This is an optimization exercise on Yosys and OpenROAD, whose aim is small area, a short achievable clock period and few clock cycles, not a production implementation.
The RTL was checked by simulation tests, not by an equivalence proof against the original design.

==> flow/config.mk <==
export PLATFORM = sky130hd
export DESIGN_NAME = MDU
export DESIGN_NICKNAME = MDU
export VERILOG_FILES = /design/flow/design.v
export SDC_FILE = /design/flow/constraint.sdc
export NUM_CORES = 4
export LEC_CHECK = 0
export CAP_MARGIN = 20
export CORE_MARGIN = 2
export CORE_UTILIZATION = 40
export SLEW_MARGIN = 20
==> flow/constraint.sdc <==
create_clock -name core_clock -period 100.0 [get_ports {clk}]
set_input_delay 20.0000 -clock core_clock [delete_from_list [all_inputs] [get_ports {clk}]]
set_output_delay 20.0000 -clock core_clock [all_outputs]
set_load 0.01 [all_outputs]
==> flow/design.v <==
module MDU (
	clk, rst_n,
	A, B, Op, C, D,
	ack, req
);
	input clk, rst_n;
	input  [0:32-1] 	A;
	input  [0:32-1] 	B;
	input  [0:3-1]  	Op;
	output [0:32-1] 	C;
	output [0:4-1]	D;
	input req;
	output ack;
	wire [31:0] a_in  = A;
	wire [31:0] b_in  = B;
	wire [2:0]  op_in = Op;
	reg        busy, first, fix;
	reg [2:0]  cnt;
	reg        op_div, op_sgn, op_hi, op_u;
	reg        negq, qm1, eq_r;
	reg [31:0] X, Q;
	reg [32:0] R;
	wire last  = (cnt == 3'd0);
	wire dneg  = op_sgn & X[31];
	wire [32:0] x33 = {op_sgn & X[31], X};
	wire [34:0] x1  = {{2{x33[32]}}, x33};
	wire [34:0] x2  = {x33[32], x33, 1'b0};
	wire [31:0] neg_o  = -Q;
	wire [31:0] absA   = (op_sgn & Q[31]) ? neg_o : Q;
	wire [31:0] T      = dneg ? ~X : X;
	function [2:0] lzb;   
		input [31:0] v;
		begin
			if (|v[31:24])      lzb = 3'd0;
			else if (|v[23:16]) lzb = 3'd1;
			else if (|v[15:8])  lzb = 3'd2;
			else if (|v[7:0])   lzb = 3'd3;
			else                lzb = 3'd4;
		end
	endfunction
	wire [2:0] lza = lzb(absA);
	wire [2:0] lzt = lzb(T);
	wire [3:0] sb_raw = 4'd3 + {1'b0, lza} - {1'b0, lzt};   
	wire [2:0] sb = sb_raw[3] ? 3'd0 : (sb_raw[2:0] > 3'd4 ? 3'd4 : sb_raw[2:0]);
	wire       qzero = first & (sb == 3'd4);
	reg [32:0] r_prep;
	reg [31:0] q_prep;
	always @(*) begin
		case (sb[1:0])
			2'd0: begin r_prep = 33'd0;                 q_prep = absA; end
			2'd1: begin r_prep = {25'd0, absA[31:24]};  q_prep = {absA[23:0], 8'd0}; end
			2'd2: begin r_prep = {17'd0, absA[31:16]};  q_prep = {absA[15:0], 16'd0}; end
			default: begin r_prep = {9'd0, absA[31:8]}; q_prep = {absA[7:0], 24'd0}; end
		endcase
	end
	wire [32:0] r_in = first ? r_prep : R;
	wire [31:0] q_in = first ? q_prep : Q;
	wire [7:0] mb = (op_u & last) ? 8'd0 : Q[7:0];
	reg  [32:0] rrow;
	reg  [34:0] opa, opb;
	reg  [35:0] sum;
	reg  [3:0]  qb;
	reg  [7:0]  pl;
	reg         one, two, ng, blo;
	integer i;
	always @(*) begin
		rrow = r_in;
		qb = 4'd0;
		pl = 8'd0;
		for (i = 0; i < 4; i = i + 1) begin
			if (op_div) begin
				opa = {rrow[32], rrow, q_in[31-i]};
				one = 1'b1;
				two = 1'b0;
				ng  = ~(rrow[32] ^ dneg);
			end else begin
				opa = {{2{rrow[32]}}, rrow};
				blo = (i == 0) ? qm1 : mb[2*i-1];
				one = mb[2*i] ^ blo;
				two = (mb[2*i+1] & ~mb[2*i] & ~blo) | (~mb[2*i+1] & mb[2*i] & blo);
				ng  = mb[2*i+1];
			end
			opb = ({35{one}} & x1) | ({35{two}} & x2);
			sum = {opa, 1'b1} + {opb ^ {35{ng}}, ng};
			if (op_div) begin
				rrow = sum[33:1];
				qb[3-i] = ~sum[33];
			end else begin
				rrow = sum[35:3];
				pl[2*i +: 2] = sum[2:1];
			end
		end
	end
	reg [31:0] q_calc;
	always @(*) begin
		if (op_div) begin
			if (fix)
				q_calc = neg_o;
			else if (qzero)
				q_calc = 32'd0;
			else
				q_calc = {q_in[27:0], qb};
		end else if (last & op_hi)
			q_calc = op_u ? {rrow[23:0], pl} : rrow[31:0];
		else
			q_calc = {pl, Q[31:8]};
	end
	always @(posedge clk) begin
		if (req) begin
			X <= op_in[2] ? b_in : a_in;
			Q <= op_in[2] ? a_in : b_in;
			R <= 33'd0;
			qm1 <= 1'b0;
			op_div <= op_in[2];
			op_sgn <= (op_in == 3'd1) | (op_in == 3'd3) | (op_in == 3'd4);
			op_hi  <= (op_in == 3'd1) | (op_in == 3'd2);
			op_u   <= (op_in == 3'd2);
			cnt    <= (op_in == 3'd2) ? 3'd4 : 3'd3;
		end else begin
			Q <= q_calc;
			R <= rrow;
			qm1 <= Q[7];
			eq_r <= (q_calc == 32'd0);
			if (first) begin
				negq <= op_sgn & (Q[31] ^ X[31]);
				cnt  <= {(2'd3 - sb[1:0]), 1'b0};
			end else
				cnt <= cnt - 3'd1;
		end
	end
	always @(posedge clk or negedge rst_n) begin
		if (~rst_n) begin
			busy  <= 1'b0;
			first <= 1'b0;
			fix   <= 1'b0;
		end else if (req) begin
			busy  <= 1'b1;
			first <= op_in[2];
			fix   <= 1'b0;
		end else begin
			first <= 1'b0;
			fix   <= 1'b0;
			if (first) begin
				if (qzero)
					busy <= 1'b0;
			end else if (fix)
				busy <= 1'b0;
			else if (last) begin
				if (op_div & negq)
					fix <= 1'b1;
				else
					busy <= 1'b0;
			end
		end
	end
	assign ack = ~busy;
	assign C = Q;
	assign D = {1'b0, Q[31], ~Q[31] & ~eq_r, eq_r};
endmodule
==> flow/run.sh <==
#!/bin/bash
# synth_recipe.tcl (not shown) runs the flow's synth.tcl, then flattens the netlist and writes it again
# the make line also repeats each setting of config.mk as NAME=value (left out here)
make -C /OpenROAD-flow-scripts/flow DESIGN_CONFIG=/design/flow/config.mk WORK_HOME=/design/flow/orfs CLKGATE_MAP_FILE= SYNTH_SCRIPT=/design/flow/synth_recipe.tcl finish
==> impl_results.md, run 1 <==
- Final setup skew: 0.0114 ns
- Cell count after placement: 3424
- CP Capture Type: primary output
- Number of flops mapped to enable cells by yosys: 38
- Half-perimeter wire length after placement: approximately 76 mm
- Post-CTS clock slew at the launch and capture registers of the worst setup and hold paths: 0.08 ns
- Global Route Usage Sum: 35.8%
- Fin cells: between 3000 and 4000
- Height of the chip: between 200 and 250 um
- Most frequently used flop master after synthesis: dfxtp_1
- Worst Hold Path EP: cnt[0]$_DFF_P_
- Share of synthesized registers carrying an async set or reset: 2.73%
- Source-to-sink clock delay at the later pin of the worst-skew pair: between 0.3 and 0.4 ns
- Part of the cycle the worst path needs: 22.0%
- Warnings from Yosys: 1
- Most frequent standard cell in the layout excluding fill and tap cells: nand2_1
- Max-slew violation count: 0
- Worst Path Class, Setup: flip-flop to primary output
- Count of buffers from port buffering: 105
- Category of cells accounting for the largest share of critical-path delay: flip-flops
- Ranking of synthesized cells by area: ha_1 (8.8%), xnor2_1 (8.7%), dfxtp_1 (6.7%), xor2_1 (6.0%), a21oi_1 (5.9%)
- DRT Pass-1 Iters: 7
- Syn avg cell area: 7.29 um^2
- Std-Cell Rows: 82
- Reg-to-reg slack, setup: between 70 and 80 ns
- Placed cell areas: 0.0220 mm^2
- Num CTS Buffers: 9
- Startpoint of the worst-slack reg-to-reg timing path: Q[0]$_DFF_P_
- Post-CTS resize count: 0
- Violation count after the first detailed-route iteration: 3022
- Timing startpoint of the critical path: Q[5]$_DFF_P_
- Final critical path time including I/O delays and setup: 21.99 ns
- Data arrival at the endpoint of the critical path: 1.99 ns
- Synth unique cells: 94
- Via count of the first global-routing pass: 21673
- Total Die Area: 0.0531 mm^2
- Proportion of synthesized chip area in sequential cells: between 10 and 15%
- Post-synthesis instance area: 0.0205 mm^2
- Initial standard-cell utilization of the core: between 40% and 50%
- Slowest Stage Delay on Critical Path: 0.93 ns
- Cell taking the most area after synthesis: ha_1
- Hold violation count in the final report: 0
- Reg2reg end: eq_r$_DFFE_PN_
- Worst-path maximum fanout: 16
- GR Layer Usage met1: between 40% and 50%
- Number of top-level pins: 107
- Count of H-tree levels built during CTS: 3
- Worst Tran Pin Value: between 1 and 1.5 ns
- Nets@finish: between 2000 and 3000
- CTS tree: built
- Met2 usage: 54.6%
- Setup-violating endpoint count in the final report: 0
- Cells traversed along the worst timing path: clkdlybuf4s50_1
- Number of buffers inserted to repair setup after CTS: 0
- Design Area, Final: 0.0223 mm^2
- Cts-stage hold buffer count: 0
- Clock Sinks: between 100 and 150
- Clock tree root buffer cell: clkbuf_16
- Fraction of final layout cells sized beyond drive strength 1: 8.09%
- Hold-critical path depth: 1
- Chip Width: 230 um
- Depth of the most critical reg-to-reg path: 80
- Status: complete, no violations
- Residual DRC count: 0
- Global placement routability congestion: 1.02
- Leading cell types in the layout, fill and taps excluded: nand2_1 (278), a21oi_1 (240), xnor2_1 (203), nor2_1 (195), o21ai_0 (171)
- Final-layout setup total negative slack: 0 ns
- Buf+Inv Stages, Crit Path: 1
- Global-route layer with the greatest usage: met2
- Largest net degree at the start of global routing: between 90 and 100
- Cell type of the slowest stage on the worst timing path: dfxtp_1
- Wire length of the first global-routing pass: about 140 mm
- Startpoint of the most critical hold path: cnt[0]$_DFF_P_
- Number of max-cap violations: 0
- Number of nets produced by synthesis: a little over 3000
- Relative slew margins: 22.8%
- Area share of the largest cell type after synthesis: approximately 9%
- Core Area: a little over 0.05 mm^2
- Post-DR vias/cell: roughly 6.6
- Residual antenna-violating net count after detailed routing: 0
- Required time of the worst setup path: 80.00 ns
- Worst setup SP type: flip-flop
- FF+latch count, synth: 110
- Ant. Diodes: 0
- Routed wire length: 98.2 mm
- Post-Synthesis Cells: 2814
- Antenna violations before repair: 0
- Routed wirelength normalized by instance count: approximately 29 um
- Clock Tree Buf Depth: 2
- Class of the tightest hold or removal check: flip-flop to flip-flop
- Area overhead of the layout relative to synthesis: 8.79%
- Via count of the routed design: 22864
- GR met3 Demand/Resource: 5.67%
- Aggregate global routing overflow: 0
- Setup repair after global routing missed its margin: false
- F_max: 45.5 MHz
## layer usage
layer,part of all wire (%),vias to the layer above
met5,0,-
met4,5.4,0
met3,9.8,250
met2,42,1447
met1,42,10923
li1,-,10244
## area by class of cell
| cell class | instances | area, um^2 |
|---|---|---|
| inverters | 56 | 213 |
| flip-flops and latches | 110 | 2600 |
| clock buffers | 10 | 229 |
| repair buffers | 168 | 1520 |
| fillers | 5217 | 28100 |
| multi-input cells | 2418 | 16900 |
| well taps | 672 | 841 |
| clock inverters | 6 | 42.5 |
## worst reg2reg max path, delay by kind of cell, from the launching register on
family | cells | cell delay (ns)
XOR/XNOR | 7 | 1.57
flip-flops | 1 | 0.30
AND/OR/NAND/NOR | 23 | 7.64
adder cells (fa/ha/maj) | 8 | 2.49
AO/OA/AOI/OAI | 37 | 8.49
buffers and inverters | 4 | 0.93
multiplexers | 1 | 0.11
## cell families (layout without fill, tap and decap cells)
kind of cell	count (synthesis)	count (layout)	synth area share [%]
DFF	110	110	12.7
other	1	1	0.0183
xor gates and xnor gates	344	344	14.8
and+or+nand+nor	811	811	19.0
buffers and inverters	286	240	5.31
muxes	166	166	8.71
AOI/OAI and AO/OA	951	951	30.7
adders and majority gates	145	145	8.88
## how the worst max path moves through the flow
stage | end | cells past startpoint
2_1_floorplan | X[23]$_DFFE_PP_ | 4
3_3_place_gp | Q[0]$_DFF_P_ | 4
3_5_place_dp | Q[0]$_DFF_P_ | 4
4_1_cts | C[26] | 1
5_1_grt | eq_r$_DFFE_PN_ | 80
6_report | C[26] | 1
## cell usage after synthesis, drive strengths merged (69+ instances only)
library cell and number:
a21o 95, a21oi 246, a22oi 136, clkbuf 178, dfxtp 69, ha 144
mux2 90, mux2i 75, nand2 279, nor2 196, o21ai 182, xnor2 203
xor2 140
## state kept, by name, indices dropped and copies added, names as in the netlist, 3 cells and up
name,count
R,33
Q,32
X,32
cnt,3
## per-stage QoR
step | util [%] | hold slack, ns | worst slack, ns
floorplan | - | 0.424 | 78.39
global placement | 43.8 | 0.442 | 78.03
detailed placement | 43.8 | 0.448 | 78.07
CTS | 44.3 | 0.459 | 78.07
global route | 44.3 | 0.511 | 76.96
finish | 44.3 | 0.460 | 78.01
Testbench counts, summed over its fixed seeds: cycles 15,369.
==> run 2: changes to the inputs <==
--- a/flow/config.mk
+++ b/flow/config.mk
@@ -7,5 +7,5 @@
 export LEC_CHECK = 0
 export CAP_MARGIN = 20
 export CORE_MARGIN = 2
-export CORE_UTILIZATION = 40
+export CORE_UTILIZATION = 65
 export SLEW_MARGIN = 20
==> impl_results.md, run 2 <==
- Status: complete, no violations
- Final-layout setup total negative slack: 0 ns
- Final setup skew: 0.0197 ns
- Count of H-tree levels built during CTS: 3
- Setup-violating endpoint count in the final report: 0
- Source-to-sink clock delay at the later pin of the worst-skew pair: 0.38 ns
- Share of synthesized registers carrying an async set or reset: 2.73%
- Leading cell types in the layout, fill and taps excluded: nand2_1 (278), a21oi_1 (240), xnor2_1 (203), nor2_1 (195), o21ai_0 (171)
- Class of the tightest hold or removal check: flip-flop to flip-flop
- Residual DRC count: 0
- Number of nets produced by synthesis: 3029
- Post-CTS clock slew at the launch and capture registers of the worst setup and hold paths: 0.08 ns
- Number of buffers inserted to repair setup after CTS: 0
- Clock Tree Buf Depth: 2
- Worst-path maximum fanout: 35
- Routed wire length: a little over 90 mm
- Part of the cycle the worst path needs: 23.1%
- Largest net degree at the start of global routing: 80
- Cell with the most instances after synthesis: nand2_1
- Via count of the first global-routing pass: 22485
- Startpoint of the worst-slack reg-to-reg timing path: Q[1]$_DFF_P_
- F_max: roughly 43 MHz
- Filler Cell Count: between 2000 and 3000
- Post-Synthesis Cells: 2814
- Warnings from Yosys: 1
- Fin cells: 3154
- Cell taking the most area after synthesis: ha_1
- CTS tree: built
- Timing startpoint of the critical path: Q[1]$_DFF_P_
- Worst Tran Pin Value: roughly 1.2 ns
- Reg2reg end: Q[0]$_DFF_P_
- Registers with the highest flip-flop counts: R x33, Q x32, X x32
- Synth unique cells: 94
- Worst Path Class, Setup: flip-flop to flip-flop
- Most frequently used flop master after synthesis: dfxtp_1
- Residual antenna-violating net count after detailed routing: 0
- Number of top-level pins: 107
- Height of the chip: 182 um
- Violation count after the first detailed-route iteration: 4569
- Proportion of synthesized chip area in sequential cells: 12.7%
- Hold-critical path depth: 2
- Number of max-cap violations: 0
- CP Capture Type: flip-flop
- Max-slew violation count: 0
- Depth of the most critical reg-to-reg path: 73
- Post-DR vias/cell: between 7 and 8
- Cts-stage hold buffer count: 0
- Nets@finish: 2959
- Ranking of synthesized cells by area: ha_1 (8.8%), xnor2_1 (8.7%), dfxtp_1 (6.7%), xor2_1 (6.0%), a21oi_1 (5.9%)
- Total Die Area: around 0.033 mm^2
- Slowest Stage Delay on Critical Path: 1.19 ns
- Synth top cells by count: nand2_1 (278), a21oi_1 (243), xnor2_1 (203)
- Count of buffers from port buffering: ~110
- Area share of the largest cell type after synthesis: 8.78%
- Relative slew margins: 15.9%
- Chip Width: 182 um
- Std-Cell Rows: 65
- Register ranked first by flip-flop count: R
- Core Area: between 0.03 and 0.04 mm^2
- Number of flops mapped to enable cells by yosys: 38
- Reg-to-reg slack, setup: 76.93 ns
- Max FFs per register: 33
- Clock Sinks: 110
- Antenna violations before repair: 5
- Routed wirelength normalized by instance count: ~30 um
- Aggregate global routing overflow: 0
- Fraction of final layout cells sized beyond drive strength 1: 7.53%
- Required time of the worst setup path: 100.17 ns
- Initial standard-cell utilization of the core: 65.5%
- Most frequent standard cell in the layout excluding fill and tap cells: nand2_1
- Clock tree root buffer cell: clkbuf_16
- Data arrival at the endpoint of the critical path: between 20 and 25 ns
- Half-perimeter wire length after placement: 70.2 mm
- Cell type of the slowest stage on the worst timing path: or4_2
- FF+latch count, synth: 110
- Wire length of the first global-routing pass: 137 mm
- Num CTS Buffers: 9
- DRT Pass-1 Iters: 9
- Syn avg cell area: 7.29 um^2
- Area overhead of the layout relative to synthesis: 6.64%
- Post-synthesis instance area: 0.0205 mm^2
- Global Route Usage Sum: 54.5%
- Final critical path time including I/O delays and setup: 23.07 ns
- Startpoint of the most critical hold path: busy$_DFFE_PN0P_
- Setup repair after global routing missed its margin: false
- Post-CTS resize count: 0
- Via count of the routed design: 24061
- Worst Hold Path EP: busy$_DFFE_PN0P_
- Cell count after placement: 3134
- Global placement routability congestion: about 1.1
- Hold violation count in the final report: 0
- Worst setup SP type: flip-flop
-- run 2: cell counts after synthesis --
No cell type changed its count.
-- run 2: cell type report --
cell class / instances / area, um^2 / area share [%]
diodes: 3 / 7.51 / 0.0343
clock buffers: 9 / 225 / 1.03
clock inverters: 7 / 65.1 / 0.297
inverters: 56 / 213 / 0.972
multi-input cells: 2418 / 16900 / 77.2
flip-flops and latches: 110 / 2600 / 11.9
well taps: 402 / 503 / 2.30
repair buffers: 149 / 1380 / 6.31
-- run 2: cells by family after synthesis --
kind of cell / Yosys count / share of synthesized area, %
muxes: 166 / 8.71
AOI/OAI and AO/OA: 951 / 30.7
xor gates and xnor gates: 344 / 14.8
DFF: 110 / 12.7
and+or+nand+nor: 811 / 19.0
buffers and inverters: 286 / 5.31
adders and majority gates: 145 / 8.88
other: 1 / 0.0183
-- run 2: worst max-delay path: cells and delay by family, from the launching register on --
kind	cells	cell delay, ns
XOR/XNOR	8	1.71
AO/OA/AOI/OAI	34	9.51
multiplexers	1	0.21
buffers and inverters	6	1.62
AND/OR/NAND/NOR	16	6.64
flip-flops	1	0.53
adder cells (fa/ha/maj)	8	2.57
-- run 2: worst max path at each step --
stage | end | slack [ns]
floorplan | X[23]$_DFFE_PP_ | 78.39
global placement | Q[0]$_DFF_P_ | 78.18
detailed placement | Q[0]$_DFF_P_ | 78.16
CTS | C[28] | 77.97
global route | eq_r$_DFFE_PN_ | 76.12
finish | Q[0]$_DFF_P_ | 76.93
-- run 2: stage by stage --
stage,area [um^2],hold WS (ns),util (%),worst slack [ns]
floorplan,20500,0.424,-,78.39
global placement,21600,0.444,68.8,78.18
detailed placement,21600,0.466,68.8,78.16
CTS,21800,0.495,69.8,77.97
global route,21900,0.512,69.8,76.12
finish,21900,0.504,69.9,76.93
-- run 2: routing by layer --
metal,GRT usage [%],routed length (um)
met1,63.7,32000
met2,79.1,36800
met3,21.5,14600
met4,43.6,9600
met5,0.148,27

## afterwards: timing with drivers on the ports
In the flow no input, the clock included, has a driving cell. The finished layouts below were timed again as built, in two steps. Step 1 assumes that a clkbuf_16 drives the clock port and a buf_2 every other input. Step 2 adds t to the input delays and takes it off the output delays; t is the mean of the earliest and latest rising clock arrival at the registers after step 1. Input paths then give back, and output paths get back, about the clock's delay inside the block. a / b / c = no drivers / after step 1 / after step 2; a / b = the first two.
run | t (ns) | setup WS [ns] | hold WS [ns] | latest minus earliest clock arrival (ns) | cell pins on the clock port's net
run 1 | 0.423 | 78.005 / 77.955 / 78.020 | 0.460 / 0.460 / 0.460 | 0.012 / 0.011 | 1
run 2 | 0.418 | 76.933 / 76.933 / 76.933 | 0.504 / 0.504 / 0.504 | 0.019 / 0.019 | 1
After both steps every run listed still meets setup and hold.
